From an optimization exercise on the open Yosys and OpenROAD flow, aimed at small area; shortcuts taken in it are not production practice. RTL that was checked went through simulation tests only; none was proved equivalent to the original. Power figures rest on the tool's default switching activity, not on a simulated workload.

## before
// top_module
module top_module(
    input clk,
    rst,
    floor_0_p,
    floor_1_p,
    floor_2_p,
    floor_3_p,
    floor_4_p,
    direction_1,
    direction_2,
    direction_3,
    floor_0_d,
    floor_1_d,
    floor_2_d,
    floor_3_d,
    floor_4_d,
    output led_inside_0,
    led_inside_1,
    led_inside_2,
    led_inside_3,
    led_inside_4,
    led_outside_0,
    led_outside_1,
    led_outside_2,
    led_outside_3,
    led_outside_4,
    led_busy,
    a_out,b_out,c_out,d_out,e_out,f_out,g_out,p_out,
    output [7:0] an
);
Size: ~460 cells after synthesis, roughly 72 flip-flops, roughly 42 I/O pins.
==> module top_module, before the edit <==
module top_module(
    input clk,
    rst,
    floor_0_p,
    floor_1_p,
    floor_2_p,
    floor_3_p,
    floor_4_p,
    direction_1,
    direction_2,
    direction_3,
    floor_0_d,
    floor_1_d,
    floor_2_d,
    floor_3_d,
    floor_4_d,
    output led_inside_0,
    led_inside_1,
    led_inside_2,
    led_inside_3,
    led_inside_4,
    led_outside_0,
    led_outside_1,
    led_outside_2,
    led_outside_3,
    led_outside_4,
    led_busy,
    a_out,b_out,c_out,d_out,e_out,f_out,g_out,p_out,
    output [7:0] an
);
    function [5:0] inc6(input [5:0] x);
        inc6 = x ^ {&x[4:0], &x[3:0], &x[2:0], &x[1:0], x[0], 1'b1};
    endfunction
    function [4:0] inc5(input [4:0] x);
        inc5 = x ^ {&x[3:0], &x[2:0], &x[1:0], x[0], 1'b1};
    endfunction
    reg [5:0] r;
    reg [4:0] b, a;
    wire r_wrap = (r == 6'd49);
    wire tick = (r == 6'd23);
    wire b_wrap = (b == 5'd19);
    wire t249 = (a == 5'd12 && b == 5'd9) || (a == 5'd24 && b == 5'd19);
    wire t1 = (a == 5'd0 && b == 5'd1) || (a == 5'd12 && b == 5'd11);
    wire step = tick && t249;
    always @(posedge clk) begin
        if (!rst) begin
            r <= 6'd63;
            b <= 5'd0;
            a <= 5'd0;
        end else begin
            r <= r_wrap ? 6'd0 : inc6(r);
            if (tick) begin
                b <= b_wrap ? 5'd0 : inc5(b);
                if (b_wrap)
                    a <= (a == 5'd24) ? 5'd0 : inc5(a);
            end
        end
    end
    reg [7:0] anr;
    wire an7 = &anr[6:0];
    wire anff = an7 & anr[7];
    always @(posedge clk) begin
        if (!rst)
            anr <= 8'hff;
        else if (r_wrap && b == 5'd0)
            anr <= {anr[6:0], ~an7};
    end
    assign an = anr;
    wire wend = (r == 6'd24) && t1 && !anff;
    wire early0 = anff && b == 5'd0;
    wire early3 = anff && b < 5'd3;
    wire [4:0] fp = {floor_4_p, floor_3_p, floor_2_p, floor_1_p, floor_0_p};
    wire [4:0] fd = {floor_4_d, floor_3_d, floor_2_d, floor_1_d, floor_0_d};
    reg [4:0] s0, fdl;
    reg [2:0] q1, q2, q3;
    wire [4:0] rise = fp & ~(s0 & ~{5{early0}});
    wire [2:0] rise_f = rise[0] ? 3'd0 : rise[1] ? 3'd1 : rise[2] ? 3'd2 :
                        rise[3] ? 3'd3 : rise[4] ? 3'd4 : 3'd7;
    always @(posedge clk)
        if (tick) begin
            s0 <= fp; q1 <= rise_f; q2 <= q1; q3 <= q2;
            fdl <= fd;
        end
    wire [2:0] hq = early3 ? 3'd7 : q3;
    wire hpv = (hq != 3'd7);
    wire [4:0] cab = fd & ~(fdl & ~{5{early0}});
    reg [4:0] inr, outr;      
    reg busy;                 
    reg P;                    
    reg [2:0] kat;            
    reg [2:0] LP;             
    reg [1:0] SM;             
    reg [2:0] pr;             
    reg PA;                   
    reg [2:0] sd;             
    reg dk;                   
    reg Cd;                   
    wire k0 = (kat == 3'd0);
    wire hv = (pr != 3'd7) && (pr != kat);
    wire cv = (sd != 3'd7) && (sd != kat);
    wire tv = hv | cv;
    wire [2:0] t = hv ? pr : sd;
    wire arrive = busy && !k0 && (LP == kat);
    wire mid = busy && !k0 && !arrive && (SM == ((kat == 3'd4) ? 2'd3 : kat[1:0]));
    wire other = !k0 && !arrive && !mid;
    wire start = tv && (k0 || (other && !busy));
    wire between = P ? (t < kat && t > LP) : (t > kat && t < LP);
    wire accept = other && busy && tv && between && (!hv || PA == P);
    wire clr0 = k0 && !tv;
    wire move = other && busy;
    wire set = start || accept;
    wire [4:0] kat_oh = 5'b1 << kat;
    wire [4:0] t_oh = 5'b1 << t;
    wire [4:0] clr_m = (arrive || mid || clr0) ? kat_oh : 5'b0;
    wire [4:0] n_out = (outr & ~clr_m) | ((set && hv) ? t_oh : 5'b0);
    wire [4:0] n_in = (inr & ~clr_m) | ((set && !hv) ? t_oh : 5'b0);
    wire n_busy = start ? 1'b1 : (arrive || clr0) ? 1'b0 : busy;
    wire hp_dir = (hq == 3'd0) ? 1'b0 : (hq == 3'd1) ? direction_1 :
                  (hq == 3'd2) ? direction_2 : (hq == 3'd3) ? direction_3 : 1'b1;
    wire [2:0] cab_f = cab[0] ? 3'd0 : cab[1] ? 3'd1 : cab[2] ? 3'd2 : cab[3] ? 3'd3 : 3'd4;
    always @(posedge clk) begin
        if (tick) begin
            if (hpv) PA <= hp_dir;
            if (step) begin
                if (start) begin
                    P <= (t < kat);
                    LP <= t;
                end
                if (start || k0 || mid)
                    SM <= 2'd0;
                else if (accept)
                    SM <= t[1:0];
                dk <= (k0 && start) || move;
            end
        end
        if (!rst) begin
            inr <= 0; outr <= 0; busy <= 0; kat <= 0; Cd <= 0;
            pr <= 3'd7; sd <= 3'd7;
        end else if (wend) begin
            if (dk)
                kat <= P ? kat - 3'd1 : kat + 3'd1;
            Cd <= busy;
        end else if (tick) begin
            if (step) begin
                busy <= n_busy;
                inr <= n_in; outr <= n_out;
                pr <= 3'd7; sd <= 3'd7;
            end else begin
                if (hpv) pr <= hq;
                if (|cab) sd <= cab_f;
            end
        end
    end
    assign {led_inside_4, led_inside_3, led_inside_2, led_inside_1, led_inside_0} = inr;
    assign {led_outside_4, led_outside_3, led_outside_2, led_outside_1, led_outside_0} = outr;
    assign led_busy = busy;
    wire busy_d = Cd;
    wire [2:0] kat_d = kat;
    wire P_d = P | k0;
    reg [6:0] d0, d4, d5;
    always @* begin
        case (kat_d)
            3'd0: d0 = 7'b0000001;
            3'd1: d0 = 7'b1001111;
            3'd2: d0 = 7'b0010010;
            3'd3: d0 = 7'b0000110;
            default: d0 = 7'b1101100;
        endcase
        if (!busy_d) begin
            d4 = 7'b1000010; d5 = 7'b1001111;
        end else if (P_d) begin
            d4 = 7'b0000001; d5 = 7'b1000010;
        end else begin
            d4 = 7'b0011000; d5 = 7'b1000001;
        end
    end
    wire [6:0] seg = ({7{anr[0]}} | d0) & ({7{anr[1]}} | 7'b1111110) &
                     ({7{anr[2]}} | 7'b1110001) & ({7{anr[3]}} | 7'b0111000) &
                     ({7{anr[4]}} | d4) & ({7{anr[5]}} | d5) &
                     ({7{anr[6]}} | 7'b1111110) & ({7{anr[7]}} | 7'b1111110);
    assign {a_out, b_out, c_out, d_out, e_out, f_out, g_out} = seg;
    assign p_out = 1'b1;
endmodule
export LEC_CHECK = 0
export CAP_MARGIN = 0
export CORE_MARGIN = 2
export CORE_UTILIZATION = 40
export SLEW_MARGIN = 0
export BUFFER_PORTS_ARGS = -buffer_cell sky130_fd_sc_hd__buf_1
create_clock -name core_clock -period 10.0 [get_ports {clk}]
standard.sh (not shown) runs the stock make flow with config.mk's settings and CLKGATE_MAP_FILE= SYNTH_SCRIPT=/design/flow/synth_recipe.tcl, a recipe that flattens the netlist after the stock synthesis.
==> flow/flow/run.sh <==
#!/bin/bash
# Standard ORFS layout, with the smallest buffer cell used for port buffering.
set -euo pipefail
cd "$(dirname "${BASH_SOURCE[0]}")/.."
echo 'export BUFFER_PORTS_ARGS = -buffer_cell sky130_fd_sc_hd__buf_1' >> config.mk
bash standard.sh > flow_standard.log 2>&1
Changes in after relative to before:
-- flow/design.v --
<<< before, line 30
    output [7:0] an
);
    function [5:0] inc6(input [5:0] x);
        inc6 = x ^ {&x[4:0], &x[3:0], &x[2:0], &x[1:0], x[0], 1'b1};
    endfunction
    function [4:0] inc5(input [4:0] x);
        inc5 = x ^ {&x[3:0], &x[2:0], &x[1:0], x[0], 1'b1};
    endfunction
    reg [5:0] r;
    reg [4:0] b, a;
    wire r_wrap = (r == 6'd49);
    wire tick = (r == 6'd23);
    wire b_wrap = (b == 5'd19);
    wire t249 = (a == 5'd12 && b == 5'd9) || (a == 5'd24 && b == 5'd19);
    wire t1 = (a == 5'd0 && b == 5'd1) || (a == 5'd12 && b == 5'd11);
    wire step = tick && t249;
    always @(posedge clk) begin
        if (!rst) begin
            r <= 6'd63;
            b <= 5'd0;
            a <= 5'd0;
        end else begin
            r <= r_wrap ? 6'd0 : inc6(r);
            if (tick) begin
                b <= b_wrap ? 5'd0 : inc5(b);
                if (b_wrap)
                    a <= (a == 5'd24) ? 5'd0 : inc5(a);
            end
        end
>>> after, line 30
    output [7:0] an
);
    reg [5:0] r;
    reg [4:0] b, a;
    wire r_wrap = r[5] & r[2] & r[1] & r[0];              
    wire tick = r[5] & r[3] & r[2] & r[0];                
    wire r24 = r[4] & r[3] & r[1] & r[0];                 
    wire b_wrap = b[4] & ~b[1] & ~b[0];                   
    wire b0 = ~b[2] & ~b[1] & ~b[0];                      
    wire b_lt3 = ~b[4] & ~b[3] & ~b[2];                   
    wire b1 = ~b[3] & ~b[2] & ~b[1] & b[0];               
    wire b9 = b[4] & ~b[3] & b[2] & b[1] & ~b[0];         
    wire b11 = b[4] & ~b[2] & b[1] & b[0];                
    wire a0 = ~a[3] & ~a[2] & ~a[1] & ~a[0];              
    wire a12 = ~a[3] & a[2] & a[1] & a[0];                
    wire a24 = ~a[4] & a[3] & ~a[2] & ~a[1] & a[0];       
    wire t249 = (a12 & b9) | (a24 & b_wrap);
    wire t1 = (a0 & b1) | (a12 & b11);
    wire step = tick && t249;
    always @(posedge clk) begin
        if (!rst) begin
            r <= 6'd0;
            b <= 5'd0;
            a <= 5'd0;
        end else begin
            r <= r_wrap ? 6'b000001 : {r[4:0], ~(r[5] ^ r[0])};
            if (tick) begin
                b <= b_wrap ? 5'd0 : {b[3:0], ~(b[4] ^ b[1])};
                if (b_wrap)
                    a <= a24 ? 5'd0 : {a[3:0], ~(a[4] ^ a[1])};
            end
        end
<<< before, line 64
        if (!rst)
            anr <= 8'hff;
        else if (r_wrap && b == 5'd0)
            anr <= {anr[6:0], ~an7};
    end
    assign an = anr;
    wire wend = (r == 6'd24) && t1 && !anff;
    wire early0 = anff && b == 5'd0;
    wire early3 = anff && b < 5'd3;
    wire [4:0] fp = {floor_4_p, floor_3_p, floor_2_p, floor_1_p, floor_0_p};
    wire [4:0] fd = {floor_4_d, floor_3_d, floor_2_d, floor_1_d, floor_0_d};
>>> after, line 67
        if (!rst)
            anr <= 8'hff;
        else if (r_wrap && b0)
            anr <= {anr[6:0], ~an7};
    end
    assign an = anr;
    wire wend = r24 && t1 && !anff;
    wire early0 = anff && b0;
    wire early3 = anff && b_lt3;
    wire [4:0] fp = {floor_4_p, floor_3_p, floor_2_p, floor_1_p, floor_0_p};
    wire [4:0] fd = {floor_4_d, floor_3_d, floor_2_d, floor_1_d, floor_0_d};
### Flow results
- Between after and before, it is after whose first-iteration DRC count is higher, by 6.4%.
- after vs. before: area of all placed cells without fillers shows a reduction of about 3.6%, wire length of the first global-routing pass shows a reduction of 780 microns, cell count along the critical path shows a reduction of 1, final total power shows a reduction of 8.8%, fmax shows a reduction of 4.9%.
Function not checked in before: the RTL went through the layout flow alone.

[what the ideal ports hide]
No port has a modelled driver above. Below, the same layouts with a new extraction and two added sets of constraints.
Step 1 sets driving cells, clkbuf_16 on the clock port and buf_2 on the other inputs (assumed; they add their load-dependent delay and slew).
Step 2 adds t to the input delays and takes it off the output delays; t is the mean of the earliest and latest rising clock arrival at the registers after step 1. Input paths then give back, and output paths get back, about the clock's delay inside the block.
Slacks: ideal / step 1 / step 2; pairs: ideal / step 1.
run | t, ns | setup slack, ns | worst setup path after step 2
before | 0.393 | 5.411 / 5.378 / 5.476 | register to register
after | 0.383 | 5.173 / 5.142 / 5.525 | register to output
After both steps setup and hold are still met in every run listed.
